What follows belongs to an exercise in optimizing a design on an open flow for small area; a production flow would make more cautious choices. No functional check of the RTL was part of this run. No activity file was given, so power comes from the tool's default toggle rates.

==> flow/design.v <==
`timescale 1ns / 1ps
module pipelined_complex_mult (
    input clk,                    
    input rst,                    
    input signed [7:0] a,         
    input signed [7:0] b,         
    input signed [7:0] c,         
    input signed [7:0] d,         
    output reg signed [16:0] real_out,  
    output reg signed [16:0] imag_out   
);
reg signed [7:0] a_reg, b_reg, c_reg, d_reg;
reg signed [15:0] r1,r2,i1,i2; 
reg signed [16:0] re, im;  
always@(posedge clk, posedge rst)
begin
    if(rst) begin
        a_reg <= 0;
        b_reg <= 0;
        c_reg <= 0;
        d_reg <= 0;
    end
    else    begin
        a_reg <= a;
        b_reg <= b;
        c_reg <= c;
        d_reg <= d;
    end
end
always@(posedge clk, posedge rst)
begin
    if(rst) begin
        r1 <= 0;
        r2 <= 0;
        i1 <= 0;
        i2 <= 0;
    end
    else    begin
        r1 <= a_reg * c_reg;
        r2 <= b_reg * d_reg;
        i1 <= a_reg * d_reg;
        i2 <= b_reg * c_reg;
    end 
end
always@(posedge clk, posedge rst)
begin
    if(rst) begin
        re <= 0;
        im <= 0;
    end
    else    begin
        re <= r1 - r2;
        im <= i1 + i2;
    end 
end
always@(posedge clk, posedge rst)
begin
    if(rst) begin
        real_out <= 0;
        imag_out <= 0;
    end
    else    begin
        real_out <= re;
        imag_out <= im;
    end 
end
endmodule
==> flow/run.sh <==
#!/bin/bash
# synth_recipe.tcl (not shown) runs the flow's synth.tcl, then flattens the netlist and writes it again
# the make line also repeats each setting of config.mk as NAME=value (left out here)
make -C /OpenROAD-flow-scripts/flow DESIGN_CONFIG=/design/flow/config.mk WORK_HOME=/design/flow/orfs CLKGATE_MAP_FILE= SYNTH_SCRIPT=/design/flow/synth_recipe.tcl finish
==> flow/config.mk <==
export PLATFORM = sky130hd
export DESIGN_NAME = pipelined_complex_mult
export DESIGN_NICKNAME = pipelined_complex_mult
export VERILOG_FILES = /design/flow/design.v
export SDC_FILE = /design/flow/constraint.sdc
export NUM_CORES = 4
export LEC_CHECK = 0
export CAP_MARGIN = 20
export CORE_MARGIN = 2
export CORE_UTILIZATION = 40
export SLEW_MARGIN = 20
==> flow/constraint.sdc <==
create_clock -name core_clock -period 5.0 [get_ports {clk}]
set_input_delay 1.0000 -clock core_clock [delete_from_list [all_inputs] [get_ports {clk}]]
set_output_delay 1.0000 -clock core_clock [all_outputs]
set_load 0.01 [all_outputs]
==> impl_metrics.ini <==
[outcome]
status = no timing/DRC/antenna violations

[hold_path]
hold_path.class = reg2reg

[sta]
whs_ns = 0.3461
tightestPinTransition_ns = 0.7194
hold_violations = 0
finalCritPeriodShare_pct = 92.36
fmax_ghz = 0.2165
setup_viol = 0
setup_tns_ns = 0
fin_skew_ns = 0.01302
rsz0062_at_grt = no
maxSlewViolCount = 0
max-slew-margin-rel_pct = 52.04
period_needed_ns = 4.618
timing.final.ws_setup_ns = 0.3819

[die]
io-pin-count = 68
start_util_pct = 40.43
core_mm2 = 0.03955
dieHeight_um = 203.9
fp.dieArea_mm2 = 0.04159
fp.dieW_um = 203.9
fp-row-count = 73

[placed_design]
pre_cts_ws_ns = 0.3215
dp_hpwl_mm = 25.70
gp_congestion = 0.8643
portBuffers = 67

[finish]
num-fill-cells = 3727
antenna-diode-count = 0
multiInputGateArea_mm2 = 0.01043
ff_latch_area_mm2 = 0.004106
final_util_pct = 45.42
syn2layout_area_growth_pct = 12.36
drive_gt1_share_pct = 4.087
nNetsFinal = 2055

[synth]
synth_seq_cells = 164
synth_cell_types = 57
async_reset_ff_share_pct = 100.0
synthMuxAreaShare_pct = 0.6104
synth_xor_area_share_pct = 4.547
synth_top_family_by_area = adder cells
synthCells = 1586
syn_avg_cell_area_um2 = 10.08
synth-edff-count = 0
synthAdderAreaFrac_pct = 39.38
syn_nets = 1990
synth_compound_area_share_pct = 6.894
netlist_area_mm2 = 0.01599
synth-simple-area-share_pct = 13.80
synth_ff_type = dfrtp_1
synthMostInstantiatedCell = inv_1
ys_seq_area_share_pct = 25.67
synth_commonest_cells = inv_1, fa_1, and2_1
synth_area_leaders = fa_1, dfrtp_1, ha_1
yosysWarnings = 1
yosys.area.top_type = fa_1
yosysTopAreaCellShare_pct = 27.80

[clock_network]
h-tree-depth = 4
worstSkewPairLatency_ns = 0.46
cts_hold_buf = 0
cts_setup_buffers = 0
numCtsBuffers = 17
cts_buffer_depth = 2
cts_tree = done
clk_pin_slew_worst_paths_ns = 0.07
clock-root-buffer = clkbuf_16
cts_sinks = 164

[flow_run]
cap_violations = 0

[critical_path]
cp-start-kind = flop
end_kind = flop
regToRegSetupSlack_ns = 0.38
reg2reg_depth = 15
crit_start = c_reg[0]
timing.rr.end = i2[15]
crit_required_ns = 5.34
cp.arrival_ns = 4.95
worst-path-max-fanout = 16
reg2reg_from = c_reg[0]
crit_type = reg2reg
crit_end = i2[15]

[routing]
drtIter0Drc = 630
top_layer_used = met4
wl_met1_mm = 16.27
wl_met2_mm = 14.37
dr.pass1.iters = 5
vias_per_cell = 4.859
drt_wl_total_mm = 32.59
ant_nets = 0
wl_per_cell_um = 14.89
vias = 10640
wl_met3_mm = 1.560
drc_errors = 0

[grt]
grt_max_degree = 91
globalRouteOverflowTotal = 0
grt_pass1_vias = 11370
antenna_found_initial = 0
grtUsageTotal_pct = 17.44
grt_pass1_wl_mm = 57.27

[pwr]
leakagePower_nw = 8.776
ir_drop_mv = 0.2638
p_per_area_mw_per_mm2 = 576.9
-- logic make-up after synthesis --
family	after synthesis
xor+xnor	83
compound gates	163
simple gates	409
buf+inv	388
fa+ha+maj	370
mux	9
flops	164
-- area by class of cell --
type | instances | area share, %
tap | 525 | 3.657
timing repair buffer | 83 | 4.541
clock buffer | 18 | 2.445
clock inverter | 14 | 1.093
multi-input combinational | 1034 | 58.05
sequential | 164 | 22.86
inverter | 351 | 7.355
-- how the worst min path moves through the flow --
stage,from,to,slack [ns],cells after the start
2_1_floorplan,im[0],imag_out[0],0.33,0
3_5_place_dp,im[0],imag_out[0],0.33,0
5_1_grt,im[16],imag_out[16],0.35,0
6_report,im[11],imag_out[11],0.35,0
3_3_place_gp,re[5],real_out[5],0.33,0
4_1_cts,re[16],real_out[16],0.35,0
-- report_power, final --
part,internal [mW],total [mW],switching (mW)
clock,0.854,1.44,0.583
combinational,3.09,6.81,3.72
sequential,1.91,2.12,0.203
-- layer usage --
metal / vias up / track usage (%)
li1: 4994 / -
met3: 25 / 3.603
met2: 243 / 26.96
met5: - / 0
met4: 0 / 3.727
met1: 5374 / 25.33
-- metrics by stage --
step | cell area [um2] | power, mW | std cells
2_1_floorplan | 15990 | 7.313 | 1586
3_3_place_gp | 17310 | 8.827 | 2156
3_5_place_dp | 17310 | 8.969 | 2156
4_1_cts | 17940 | 10.48 | 2188
5_1_grt | 17960 | 11.50 | 2189
6_report | 17960 | 10.36 | 2189
-- timing repair --
action,4_1_cts,5_1_grt
setup endpoints to repair,0,1
hold endpoints to repair,0,0
gates resized for setup,0,2
-- worst max-delay path, cell delays in order, from the launching register on --
cell and delay (ns):
dfrtp_1 0.61, and2_1 0.28, fa_1 0.49, inv_1 0.05, fa_1 0.49, inv_1 0.05, fa_1 0.52, inv_1 0.05
fa_1 0.47, inv_1 0.04, ha_1 0.32, a21o_1 0.17, a21oi_1 0.22, a21oi_1 0.16, o41ai_1 0.44, xnor2_1 0.13
-- placed cells by master, fill, tap and decap left out, drive strengths merged, types with 4 or more instances in the layout --
master / count
buf: 16
inv: 355
o211ai: 10
nor3: 11
xnor2: 68
dfrtp: 164
a211oi: 8
a31oi: 5
and2: 170
nor4: 4
clkdlybuf4s50: 67
nand2b: 20
fa: 222
o21ai: 30
nor2b: 31
clkinvlp: 4
o21a: 10
nand4: 8
clkbuf: 18
nand3: 14
bufinv: 4
nor2: 54
xor2: 15
mux2: 6
nand2: 83
ha: 148
a21oi: 47
a21o: 23

==> separate check: timing with driven ports <==
How much do the figures lean on ideal ports? The routed layout below was timed once more, with nothing changed but the port constraints.
Step 1 sets driving cells, clkbuf_16 on the clock port and buf_2 on the other inputs (assumed; they add their load-dependent delay and slew).
Step 2 times the ports against the registers' clock, not the clock port: input delays grow and output delays shrink by t, the midpoint of the rising clock arrivals with the driver on.
a / b / c = ideal / step 1 / step 2; a / b = the first two.
shift t [ns]: 0.499
setup slack, ns: 0.382 / 0.382 / 0.382
hold slack, ns: 0.346 / 0.346 / 0.346
clock arrival spread, ns: 0.015 / 0.015
slew at the worst register clock pin (ns): 0.07 / 0.07
After both steps setup and hold are still met in this run. The setup slack of this run moves by 0.000 ns with the drivers and by 0.000 ns with both steps.
